What follows belongs to an exercise in optimizing a design on an open flow for a short achievable clock period and few clock cycles; a production flow would make more cautious choices.
Only simulation tests tie the RTL to the original design; equivalence was not proved.

File: flow/run.sh
#!/bin/bash
# synth_recipe.tcl (not shown) runs the flow's synth.tcl, then flattens the netlist and writes it again
# the make line also repeats each setting of config.mk as NAME=value (left out here)
make -C /OpenROAD-flow-scripts/flow DESIGN_CONFIG=/design/flow/config.mk WORK_HOME=/design/flow/orfs CLKGATE_MAP_FILE= SYNTH_SCRIPT=/design/flow/synth_recipe.tcl finish
File: flow/config.mk
export PLATFORM = sky130hd
export DESIGN_NAME = CPU_wrapper
export DESIGN_NICKNAME = CPU_wrapper
export VERILOG_FILES = /design/flow/design.v
export SDC_FILE = /design/flow/constraint.sdc
export NUM_CORES = 4
export LEC_CHECK = 0
export CAP_MARGIN = 20
export CORE_MARGIN = 2
export CORE_UTILIZATION = 30
export SLEW_MARGIN = 20
File: flow/constraint.sdc
create_clock -name core_clock -period 11.0 [get_ports {clk}]
set_input_delay 2.2000 -clock core_clock [delete_from_list [all_inputs] [get_ports {clk}]]
set_output_delay 2.2000 -clock core_clock [all_outputs]
set_load 0.01 [all_outputs]
File: flow/design.v
module CPU_wrapper (
    input clk,   
    input rst,  
    output logic [4-1:0] AWID_M0,
    output logic [32-1:0] AWADDR_M0,
    output logic [4-1:0] AWLEN_M0,
    output logic [3-1:0] AWSIZE_M0,
    output logic [1:0] AWBURST_M0,
    output logic AWVALID_M0,
    input AWREADY_M0,
    output logic [32-1:0] WDATA_M0,
    output logic [4-1:0] WSTRB_M0,
    output logic WLAST_M0,
    output logic WVALID_M0,
    input WREADY_M0,
    input [4-1:0] BID_M0,
    input [1:0] BRESP_M0,
    input BVALID_M0,
    output logic BREADY_M0,
    output logic [4-1:0] AWID_M1,
    output logic [32-1:0] AWADDR_M1,
    output logic [4-1:0] AWLEN_M1,
    output logic [3-1:0] AWSIZE_M1,
    output logic [1:0] AWBURST_M1,
    output logic AWVALID_M1,
    input AWREADY_M1,
    output logic [32-1:0] WDATA_M1,
    output logic [4-1:0] WSTRB_M1,
    output logic WLAST_M1,
    output logic WVALID_M1,
    input WREADY_M1,
    input [4-1:0] BID_M1,
    input [1:0] BRESP_M1,
    input BVALID_M1,
    output logic BREADY_M1,
    output logic [4-1:0] ARID_M0,
    output logic [32-1:0] ARADDR_M0,
    output logic [4-1:0] ARLEN_M0,
    output logic [3-1:0] ARSIZE_M0,
    output logic [1:0] ARBURST_M0,
    output logic ARVALID_M0,
    input ARREADY_M0,
    input [4-1:0] RID_M0,
    input [32-1:0] RDATA_M0,
    input [1:0] RRESP_M0,
    input RLAST_M0,
    input RVALID_M0,
    output logic RREADY_M0,
    output logic [4-1:0] ARID_M1,
    output logic [32-1:0] ARADDR_M1,
    output logic [4-1:0] ARLEN_M1,
    output logic [3-1:0] ARSIZE_M1,
    output logic [1:0] ARBURST_M1,
    output logic ARVALID_M1,
    input ARREADY_M1,
    input [4-1:0] RID_M1,
    input [32-1:0] RDATA_M1,
    input [1:0] RRESP_M1,
    input RLAST_M1,
    input RVALID_M1,
    output logic RREADY_M1
);
    assign AWID_M0    = 4'b0;
    assign AWADDR_M0  = 32'b0;
    assign AWLEN_M0   = 4'b0;
    assign AWSIZE_M0  = 3'b0;
    assign AWBURST_M0 = 2'b0;
    assign AWVALID_M0 = 1'b0;
    assign WDATA_M0   = 32'b0;
    assign WSTRB_M0   = 4'b0;
    assign WLAST_M0   = 1'b0;
    assign WVALID_M0  = 1'b0;
    assign BREADY_M0  = 1'b0;
    assign ARID_M0    = 4'b0;
    assign ARLEN_M0   = 4'b0;
    assign ARSIZE_M0  = 3'b010;
    assign ARBURST_M0 = 2'h1;
    assign RREADY_M0  = 1'b1;
    assign ARID_M1    = 4'b0;
    assign ARLEN_M1   = 4'b0;
    assign ARSIZE_M1  = 3'b010;
    assign ARBURST_M1 = 2'h1;
    assign RREADY_M1  = 1'b1;
    assign AWID_M1    = 4'b0;
    assign AWLEN_M1   = 4'b0;
    assign AWSIZE_M1  = 3'b010;
    assign AWBURST_M1 = 2'h1;
    assign WLAST_M1   = 1'b1;
    assign BREADY_M1  = 1'b1;
    logic        e_valid, e_fixed;
    logic [31:0] e_pc4, e_pcimm, e_imm, e_a, e_b, e_pre;
    logic        e_fa_m, e_fa_w, e_fb_m, e_fb_w;
    logic [4:0]  e_rd;
    logic        e_rw, e_ld, e_st, e_br, e_jal, e_jalr, e_bimm, e_usepre, e_alt, e_pt;
    logic [2:0]  e_f3;
    logic [29:0] e_pcw;     
    logic        m_valid, m_rw, m_ld, m_st, m_ar_done, m_aw_done, m_w_done;
    logic [4:0]  m_rd;
    logic [2:0]  m_f3;
    logic [31:0] m_result, m_addr, m_wdata;
    logic [3:0]  m_strb;
    logic        w_valid, w_rw, w_ld, w_got;
    logic [4:0]  w_rd;
    logic [2:0]  w_f3;
    logic [1:0]  w_off;
    logic [31:0] w_result, w_ldbuf;
    logic        mem_stall;
    logic        redirect_e, redirect_d;
    logic [31:0] e_tgt, d_tgt;
    logic        f_arvalid, f_junk;
    logic [31:0] f_addr, f_redir;
    logic [3:0]  f_inflight, f_drop;
    logic [2:0]  ib_alloc, ib_fill, ib_head;
    logic [31:0] ib_ins [0:3];
    logic [31:0] ib_pc  [0:3];
    logic [3:0]  ib_pt;
    logic [7:0]  bt_v;
    logic [26:0] bt_tag [0:7];
    logic [31:0] bt_tgt [0:7];
    assign ARVALID_M0 = f_arvalid;
    assign ARADDR_M0  = f_addr;
    logic        f_ar_hs, f_r_hs, f_r_junk, flush;
    logic [31:0] flush_tgt;
    logic        bt_hit;
    logic [31:0] bt_pred;
    logic [2:0]  ib_count;
    logic        d_adv;
    assign f_ar_hs  = f_arvalid & ARREADY_M0;
    assign f_r_hs   = RVALID_M0;
    assign f_r_junk = (f_drop != 4'd0);
    assign flush    = redirect_e | redirect_d;
    assign flush_tgt = redirect_e ? e_tgt : d_tgt;
    assign bt_hit   = bt_v[f_addr[4:2]] & (bt_tag[f_addr[4:2]] == f_addr[31:5]);
    assign bt_pred  = bt_hit ? bt_tgt[f_addr[4:2]] : (f_addr + 32'd4);
    assign ib_count = ib_alloc - ib_head;
    logic [3:0] f_inflight_n;
    assign f_inflight_n = f_inflight + {3'b0, f_ar_hs} - {3'b0, f_r_hs};
    always_ff @(posedge clk or negedge rst) begin
        if (!rst) begin
            f_arvalid  <= 1'b0;
            f_junk     <= 1'b0;
            f_addr     <= 32'd0;
            f_redir    <= 32'd0;
            f_inflight <= 4'd0;
            f_drop     <= 4'd0;
            ib_alloc   <= 3'd0;
            ib_fill    <= 3'd0;
            ib_head    <= 3'd0;
        end else begin
            f_inflight <= f_inflight_n;
            if (flush) begin
                f_drop <= f_inflight_n;
                if (redirect_e) begin
                    ib_alloc <= 3'd0;
                    ib_fill  <= 3'd0;
                    ib_head  <= 3'd0;
                end else begin
                    ib_alloc <= ib_head + 3'd1;
                    ib_fill  <= ib_head + 3'd1;
                    ib_head  <= ib_head + {2'b0, d_adv};
                end
                if (f_arvalid & ~ARREADY_M0) begin
                    f_junk  <= 1'b1;
                    f_redir <= flush_tgt;
                end else begin
                    f_junk    <= 1'b0;
                    f_addr    <= flush_tgt;
                    f_arvalid <= 1'b1;
                end
            end else begin
                f_drop <= f_drop - {3'b0, f_r_hs & f_r_junk} + {3'b0, f_ar_hs & f_junk};
                if (f_r_hs & ~f_r_junk) ib_fill <= ib_fill + 3'd1;
                if (d_adv) ib_head <= ib_head + 3'd1;
                if (f_ar_hs) begin
                    if (f_junk) begin
                        f_junk    <= 1'b0;
                        f_addr    <= f_redir;
                        f_arvalid <= 1'b1;
                    end else begin
                        ib_alloc  <= ib_alloc + 3'd1;
                        f_addr    <= bt_pred;
                        f_arvalid <= (ib_count < 3'd3);
                    end
                end else if (!f_arvalid) begin
                    f_arvalid <= (ib_count < 3'd4);
                end
            end
        end
    end
    always_ff @(posedge clk) begin
        if (f_ar_hs & ~f_junk & ~flush) begin
            ib_pc[ib_alloc[1:0]] <= f_addr;
        end
        if (f_r_hs & ~f_r_junk & ~flush) begin
            ib_ins[ib_fill[1:0]] <= RDATA_M0;
        end
    end
    always_ff @(posedge clk or negedge rst) begin
        if (!rst) begin
            ib_pt <= 4'b0;
        end else begin
            if (f_ar_hs & ~f_junk & ~flush)
                ib_pt[ib_alloc[1:0]] <= bt_hit;
            if (redirect_d & ~redirect_e)
                ib_pt[ib_head[1:0]] <= ~ib_pt[ib_head[1:0]];
        end
    end
    logic        d_valid;
    logic [31:0] d_ins, d_pc;
    logic        d_pt;
    assign d_valid = (ib_fill != ib_head);
    assign d_ins   = ib_ins[ib_head[1:0]];
    assign d_pc    = ib_pc[ib_head[1:0]];
    assign d_pt    = ib_pt[ib_head[1:0]];
    logic [6:0] d_op;
    logic [4:0] d_rd, d_rs1, d_rs2;
    logic [2:0] d_f3;
    assign d_op  = d_ins[6:0];
    assign d_rd  = d_ins[11:7];
    assign d_f3  = d_ins[14:12];
    assign d_rs1 = d_ins[19:15];
    assign d_rs2 = d_ins[24:20];
    logic d_lui, d_auipc, d_jal, d_jalr, d_br, d_ld, d_st, d_opi, d_opr;
    assign d_lui   = (d_op == 7'b0110111);
    assign d_auipc = (d_op == 7'b0010111);
    assign d_jal   = (d_op == 7'b1101111);
    assign d_jalr  = (d_op == 7'b1100111);
    assign d_br    = (d_op == 7'b1100011);
    assign d_ld    = (d_op == 7'b0000011);
    assign d_st    = (d_op == 7'b0100011);
    assign d_opi   = (d_op == 7'b0010011);
    assign d_opr   = (d_op == 7'b0110011);
    logic d_use1, d_use2, d_rw;
    assign d_use1 = d_jalr | d_br | d_ld | d_st | d_opi | d_opr;
    assign d_use2 = d_br | d_st | d_opr;
    assign d_rw   = (d_lui | d_auipc | d_jal | d_jalr | d_ld | d_opi | d_opr) & (d_rd != 5'd0);
    logic [31:0] d_imm;
    always_comb begin
        if (d_lui | d_auipc)
            d_imm = {d_ins[31:12], 12'b0};
        else if (d_jal)
            d_imm = {{12{d_ins[31]}}, d_ins[19:12], d_ins[20], d_ins[30:21], 1'b0};
        else if (d_br)
            d_imm = {{20{d_ins[31]}}, d_ins[7], d_ins[30:25], d_ins[11:8], 1'b0};
        else if (d_st)
            d_imm = {{21{d_ins[31]}}, d_ins[30:25], d_ins[11:7]};
        else
            d_imm = {{21{d_ins[31]}}, d_ins[30:20]};
    end
    logic [31:0] d_pcimm, d_pc4;
    assign d_pcimm = d_pc + d_imm;
    assign d_pc4   = d_pc + 32'd4;
    logic d_taken;
    assign d_taken    = d_jal | (d_br & (d_pt | d_ins[31]));
    assign redirect_d = d_valid & ~redirect_e & (d_taken != d_pt);
    assign d_tgt      = d_taken ? d_pcimm : d_pc4;
    logic d_haz;
    assign d_haz = (e_valid & e_ld & e_rw & ((d_use1 & (d_rs1 == e_rd)) | (d_use2 & (d_rs2 == e_rd)))) |
                   (m_valid & m_ld & m_rw & ((d_use1 & (d_rs1 == m_rd)) | (d_use2 & (d_rs2 == m_rd))));
    assign d_adv = d_valid & ~d_haz & ~mem_stall & ~redirect_e;
    logic [31:0] rf [1:31];
    logic        w_we;
    logic [31:0] w_wdata;
    logic [31:0] d_a, d_b;
    assign d_a = (d_rs1 == 5'd0) ? 32'd0 : ((w_we & (w_rd == d_rs1)) ? w_wdata : rf[d_rs1]);
    assign d_b = (d_rs2 == 5'd0) ? 32'd0 : ((w_we & (w_rd == d_rs2)) ? w_wdata : rf[d_rs2]);
    logic [31:0] e_ra, e_rb, e_op2;
    assign e_ra  = e_fa_m ? m_result : (e_fa_w ? w_result : e_a);
    assign e_rb  = e_fb_m ? m_result : (e_fb_w ? w_result : e_b);
    assign e_op2 = e_bimm ? e_imm : e_rb;
    logic [31:0] e_sum, e_diff;
    logic        e_borrow, e_eq, e_ltu, e_lt;
    assign e_sum = e_ra + e_op2;
    assign {e_borrow, e_diff} = {1'b0, e_ra} - {1'b0, e_op2};
    assign e_eq  = (e_ra == e_op2);
    assign e_ltu = e_borrow;
    assign e_lt  = (e_ra[31] ^ e_op2[31]) ? e_ra[31] : e_diff[31];
    logic signed [31:0] e_ra_s;
    logic [31:0] e_sra;
    assign e_ra_s = e_ra;
    assign e_sra = e_ra_s >>> e_op2[4:0];
    logic [31:0] e_alu;
    always_comb begin
        case (e_f3)
            3'b000: e_alu = e_alt ? e_diff : e_sum;
            3'b001: e_alu = e_ra << e_op2[4:0];
            3'b010: e_alu = {31'b0, e_lt};
            3'b011: e_alu = {31'b0, e_ltu};
            3'b100: e_alu = e_ra ^ e_op2;
            3'b101: e_alu = e_alt ? e_sra : (e_ra >> e_op2[4:0]);
            3'b110: e_alu = e_ra | e_op2;
            default: e_alu = e_ra & e_op2;
        endcase
    end
    logic e_cond;
    always_comb begin
        case (e_f3)
            3'b000: e_cond = e_eq;
            3'b001: e_cond = ~e_eq;
            3'b100: e_cond = e_lt;
            3'b101: e_cond = ~e_lt;
            3'b110: e_cond = e_ltu;
            default: e_cond = ~e_ltu;
        endcase
    end
    logic e_br_mis, e_jalr_mis;
    assign e_br_mis   = e_br & (e_cond != e_pt);
    assign e_jalr_mis = e_jalr & (e_sum[31:1] != e_pc4[31:1]);
    assign redirect_e = e_valid & ~e_fixed & (e_br_mis | e_jalr_mis);
    assign e_tgt      = e_jalr ? {e_sum[31:1], 1'b0} : (e_cond ? e_pcimm : e_pc4);
    logic [31:0] e_result;
    assign e_result = e_usepre ? e_pre : e_alu;
    logic [3:0]  e_strb;
    logic [31:0] e_wdata;
    always_comb begin
        case (e_f3[1:0])
            2'b00: begin
                e_strb  = 4'b0001 << e_sum[1:0];
                e_wdata = {4{e_rb[7:0]}};
            end
            2'b01: begin
                e_strb  = e_sum[1] ? 4'b1100 : 4'b0011;
                e_wdata = {2{e_rb[15:0]}};
            end
            default: begin
                e_strb  = 4'b1111;
                e_wdata = e_rb;
            end
        endcase
    end
    always_ff @(posedge clk or negedge rst) begin
        if (!rst) bt_v <= 8'b0;
        else if (e_valid & ((e_br & e_cond) | e_jal)) bt_v[e_pcw[2:0]] <= 1'b1;
    end
    always_ff @(posedge clk) begin
        if (e_valid & ((e_br & e_cond) | e_jal)) begin
            bt_tag[e_pcw[2:0]] <= e_pcw[29:3];
            bt_tgt[e_pcw[2:0]] <= e_pcimm;
        end
    end
    logic [2:0] wr_out;
    logic       m_ar_hs, m_aw_hs, m_w_hs, m_wait;
    assign ARVALID_M1 = m_valid & m_ld & ~m_ar_done;
    assign ARADDR_M1  = m_addr;
    assign AWVALID_M1 = m_valid & m_st & ~m_aw_done & (wr_out != 3'd4);
    assign AWADDR_M1  = m_addr;
    assign WVALID_M1  = m_valid & m_st & ~m_w_done;
    assign WDATA_M1   = m_wdata;
    assign WSTRB_M1   = m_strb;
    assign m_ar_hs = ARVALID_M1 & ARREADY_M1;
    assign m_aw_hs = AWVALID_M1 & AWREADY_M1;
    assign m_w_hs  = WVALID_M1 & WREADY_M1;
    assign m_wait  = m_valid & ((m_ld & ~m_ar_done & ~ARREADY_M1) |
                                (m_st & (~(m_aw_done | m_aw_hs) | ~(m_w_done | WREADY_M1))));
    always_ff @(posedge clk or negedge rst) begin
        if (!rst) wr_out <= 3'd0;
        else wr_out <= wr_out + {2'b0, m_aw_hs} - {2'b0, BVALID_M1};
    end
    logic        w_wait;
    logic [31:0] w_raw, w_sh, w_lval;
    assign w_wait = w_valid & w_ld & ~w_got & ~RVALID_M1;
    assign w_raw  = w_got ? w_ldbuf : RDATA_M1;
    assign w_sh   = w_raw >> {w_off, 3'b000};
    always_comb begin
        case (w_f3)
            3'b000: w_lval = {{24{w_sh[7]}}, w_sh[7:0]};
            3'b001: w_lval = {{16{w_sh[15]}}, w_sh[15:0]};
            3'b100: w_lval = {24'b0, w_sh[7:0]};
            3'b101: w_lval = {16'b0, w_sh[15:0]};
            default: w_lval = w_raw;
        endcase
    end
    assign w_wdata = w_ld ? w_lval : w_result;
    assign w_we    = w_valid & w_rw;
    assign mem_stall = w_wait | m_wait;
    always_ff @(posedge clk) begin
        if (w_we & ~w_wait) rf[w_rd] <= w_wdata;
    end
    always_ff @(posedge clk or negedge rst) begin
        if (!rst) begin
            e_valid <= 1'b0;
            e_fixed <= 1'b0;
            m_valid <= 1'b0;
            m_ar_done <= 1'b0;
            m_aw_done <= 1'b0;
            m_w_done  <= 1'b0;
            w_valid <= 1'b0;
            w_got   <= 1'b0;
        end else if (mem_stall) begin
            if (redirect_e) e_fixed <= 1'b1;
            if (m_ar_hs) m_ar_done <= 1'b1;
            if (m_aw_hs) m_aw_done <= 1'b1;
            if (m_w_hs)  m_w_done  <= 1'b1;
            if (w_valid & w_ld & ~w_got & RVALID_M1) w_got <= 1'b1;
        end else begin
            e_valid <= d_adv;
            e_fixed <= 1'b0;
            m_valid <= e_valid;
            m_ar_done <= 1'b0;
            m_aw_done <= 1'b0;
            m_w_done  <= 1'b0;
            w_valid <= m_valid;
            w_got   <= 1'b0;
        end
    end
    always_ff @(posedge clk) begin
        if (mem_stall) begin
            if (~w_got) w_ldbuf <= RDATA_M1;
        end else begin
            e_pc4   <= d_pc4;
            e_pcimm <= d_pcimm;
            e_imm   <= d_imm;
            e_a     <= d_a;
            e_b     <= d_b;
            e_pre   <= d_lui ? d_imm : (d_auipc ? d_pcimm : d_pc4);
            e_usepre <= d_lui | d_auipc | d_jal | d_jalr;
            e_fa_m  <= e_valid & e_rw & (e_rd == d_rs1);
            e_fa_w  <= ~(e_valid & e_rw & (e_rd == d_rs1)) & m_valid & m_rw & (m_rd == d_rs1);
            e_fb_m  <= e_valid & e_rw & (e_rd == d_rs2);
            e_fb_w  <= ~(e_valid & e_rw & (e_rd == d_rs2)) & m_valid & m_rw & (m_rd == d_rs2);
            e_rd    <= d_rd;
            e_rw    <= d_rw;
            e_ld    <= d_ld;
            e_st    <= d_st;
            e_br    <= d_br;
            e_jal   <= d_jal;
            e_jalr  <= d_jalr;
            e_bimm  <= ~(d_br | d_opr);
            e_alt   <= d_ins[30] & (d_opr | (d_opi & (d_f3 == 3'b101)));
            e_f3    <= d_f3;
            e_pt    <= d_taken;
            e_pcw   <= d_pc[31:2];
            m_rw     <= e_rw;
            m_ld     <= e_ld;
            m_st     <= e_st;
            m_rd     <= e_rd;
            m_f3     <= e_f3;
            m_result <= e_result;
            m_addr   <= e_sum;
            m_wdata  <= e_wdata;
            m_strb   <= e_strb;
            w_rw     <= m_rw;
            w_ld     <= m_ld;
            w_rd     <= m_rd;
            w_f3     <= m_f3;
            w_off    <= m_addr[1:0];
            w_result <= m_result;
        end
    end
endmodule
==> metrics.md <==
| Metric | Value |
|---|---|
| Worst Hold Class | `register to register` |
| YS warnings | `1` |
| Status | `complete, no violations` |
| I/O pin total | `366` |
| Drt total wl | `382000 um` |
| Die Wd | `617 um` |
| Row cnt | `225` |
| Overflow left after global routing | `0` |
| Total track usage | `0.195` |
| WL/cell | `29.3 um` |
| Final critical-path required period | `9630 ps` |
| Final setup viols | `0` |
| CTS Root Cell | `clkbuf_16` |
| Crit path launch | `e_fa_w` |
| Pre-Repair DR Iteration Count | `7` |
| CTS Hold Bufs | `0` |
| Final Skew | `95.7 ps` |
| Achievable frequency | `0.104 GHz` |
| Via count of the routed design | `72100` |
| Mean Syn Cell Area | `14.5 um^2` |
| Slew @ Worst Pin | `1280 ps` |
| Hold path depth | `0` |
| Synth cell count leaders | `edfxtp_1, mux4_2, nand2_1, nor2_1, mux2i_1` |
| First-pass GRT wire length | `535000 um` |
| # nets final | `8116` |
| Worst-path maximum fanout | `32` |
| Resized cells post-CTS | `0` |
| DP Worst Slack | `1600 ps` |
| Dpl cells | `12600` |
| Core area | `0.375 mm^2` |
| Hpwl dp | `257000 um` |
| Final instance area | `0.128 mm^2` |
| Area Overhead vs Synth | `13.7%` |
| Top cells by area, synth | `edfxtp_1, mux4_2, mux2i_1` |
| Fin util | `0.342` |
| Worst r2r src | `e_fa_w` |
| DRC viols | `0` |
| Hold Slack | `427 ps` |
| Clk pin slew, worst setup/hold paths | `70 ps` |
| Final slew viol count | `0` |
| Slew margin rel. | `0.144` |
| Seq/Total Area, Yosys | `0.597` |
| Antenna violations before repair | `51` |
| Largest net degree at the start of global routing | `174` |
| Vias in the first global route | `70600` |
| Layout cell share with drive strength beyond 1 | `0.181` |
| TritonCTS Buffers | `235` |
| Synth Register Bits | `2257` |
| Die ar. | `0.381 mm^2` |
| Asr flop ratio synth | `0.0470` |
| Main synth FF type | `edfxtp_1` |
| Antenna-violating nets left | `0` |
| Crit path arrival time | `10110 ps` |
| Die height | `617 um` |
| H-Tree Level Count | `4` |
| CTS tree | `built` |
| Crit share post-route | `0.875` |
| Leading area contributor after synthesis | `edfxtp_1` |
| Max-Cap Viols | `0` |
| Critical R2R Capture | `ib_pc[0][16]` |
| Critical Path Sink Type | `register` |
| Vias per std cell | `5.53` |
| Kind of critical path | `register to register` |
| R2R setup slack | `1370 ps` |
| Most numerous cell in the Yosys netlist | `edfxtp_1` |
| Starting Density | `0.301` |
| 1st-iter DRT viols | `9497` |
| GPL Wtd Cong | `0.962` |
| Post-Syn Area | `0.113 mm^2` |
| Setup Buffers After CTS | `0` |
| RSZ-0062 raised after global routing | `false` |
| TNS Setup | `0 ps` |
| Finished Layout Cells | `13100` |
| Worst reg-to-reg path cell count | `26` |
| Synth cell types | `91` |
| Min-delay src | `m_f3[2]` |
| Critical path data required time | `11480 ps` |
| Hold EP | `w_f3[2]` |
| DP Area | `0.120 mm^2` |
| Final worst setup slack | `1370 ps` |
| Top-area cell type share of the netlist area | `0.573` |
| Post-Syn Instances | `7747` |
| Sink Count | `2257` |
| Startpoint Class | `register` |
| Worst-skew pair later-pin latency | `940 ps` |
| Final Hold Viols | `0` |
| Port Buf Inserts | `208` |
| Worst-case clock buffer depth | `4` |
| Filler cell count | `35800` |
| Number of synthesized flops with an enable pin | `2151` |
cells by family (layout without fill, tap and decap cells):
kind of cell,count (synthesis),count (layout),share of synthesized area
flops,2257,2257,0.597
xor+xnor,237,237,0.0187
compound gates,1464,1464,0.0810
fa+ha+maj,168,168,0.0192
mux,1225,1225,0.190
other cells,2,140,0.0000666
simple gates,1474,1474,0.0577
buf+inv,920,1094,0.0369
sequential cells by signal, summed over array words and instances, names as in the netlist, 128 cells and up:
name and cells:
ib_pc 128, rf 992, bt_tgt 256, ib_ins 128, bt_tag 216
layout make-up:
type | instances | area [um^2] | area share
Antenna cell | 12 | 30.0 | 0.000234
Clock buffer | 292 | 6220 | 0.0485
Clock inverter | 146 | 1380 | 0.0108
Inverter | 243 | 916 | 0.00715
Multi-Input combinational cell | 4696 | 42300 | 0.330
Sequential cell | 2257 | 67300 | 0.525
Tap cell | 4994 | 6250 | 0.0488
Timing Repair Buffer | 413 | 3820 | 0.0298
how the worst max path moves through the flow:
stage / to / slack, ps / depth (start not counted)
finish: ib_pc[0][16] / 1370 / 26
floorplan: bt_tag[5][0] / -60 / 34
global placement: ib_pc[0][16] / 1610 / 28
CTS: ib_pc[0][14] / 1450 / 28
global route: ib_pc[0][16] / 880 / 28
detailed placement: ib_pc[0][10] / 1600 / 28
critical path, cell delays in order (launching register included):
cell	delay, ps
edfxtp_1	920
buf_4	450
mux2i_1	250
nor2_1	60
a21oi_1	560
inv_1	260
ha_1	660
nand4_1	320
o2111ai_1	340
nand2_1	150
o31ai_1	430
a31oi_1	230
a22oi_1	360
a21o_1	180
a21oi_1	90
fa_1	500
nor2b_1	170
nand3_1	100
o31a_1	150
nand3_1	70
a311o_2	380
xor2_1	200
o2111ai_1	130
or4_4	590
o21a_4	320
nor2_4	380
and3_2	860
layout by cell type (no fill, tap or decap), types with 24 or more instances in the layout:
cell type and count:
edfxtp_1 2151, mux4_2 720, nand2_1 575, mux2i_1 432, nor2_1 430, o21ai_0 424, a21oi_1 389, clkbuf_16 237
inv_1 232, clkdlybuf4s50_1 207, buf_4 188, xnor2_1 163, ha_1 160, conb_1 128, a211oi_1 119, dfrtp_1 99
o211ai_1 98, nand3_1 93, xor2_1 71, mux2_2 67, nor3_1 59, nor2b_1 56, a31oi_1 53, clkinv_1 52
clkinv_2 52, a22oi_1 50, o21a_1 48, clkbuf_1 47, and3_1 44, a21o_1 38, nor2_4 37, nand2b_1 32
o22ai_1 29, nor4_1 26, and2_1 24
per-layer routing:
layer	vias to the layer above	GRT usage	wire length [um]
met5	-	0	69
met4	10	0.0959	21600
met3	786	0.0312	31800
met2	3930	0.320	182000
met1	37100	0.250	146000
li1	30300	-	-
Testbench counts, summed over its fixed seeds: cycles 65,946.

static timing again, ports no longer ideal:
How much do the figures lean on ideal ports? The routed layout below was timed once more, with nothing changed but the port constraints. Step 1: set_driving_cell puts a clkbuf_16 on clk and a buf_2 on each other input, an assumption about the parent block. Step 2 times the ports against the registers' clock, not the clock port: input delays grow and output delays shrink by t, the midpoint of the rising clock arrivals with the driver on. a / b / c = ideal ports / drivers / drivers and shift; a / b = the first two.
shift t [ns]: 1.012
slack for setup (ns): 1.370 / 1.370 / 1.370
worst hold slack (ns): 0.427 / 0.427 / 0.427
After both steps this run still meets setup and hold. The setup slack of this run moves by 0.000 ns with the drivers and by 0.000 ns with both steps.
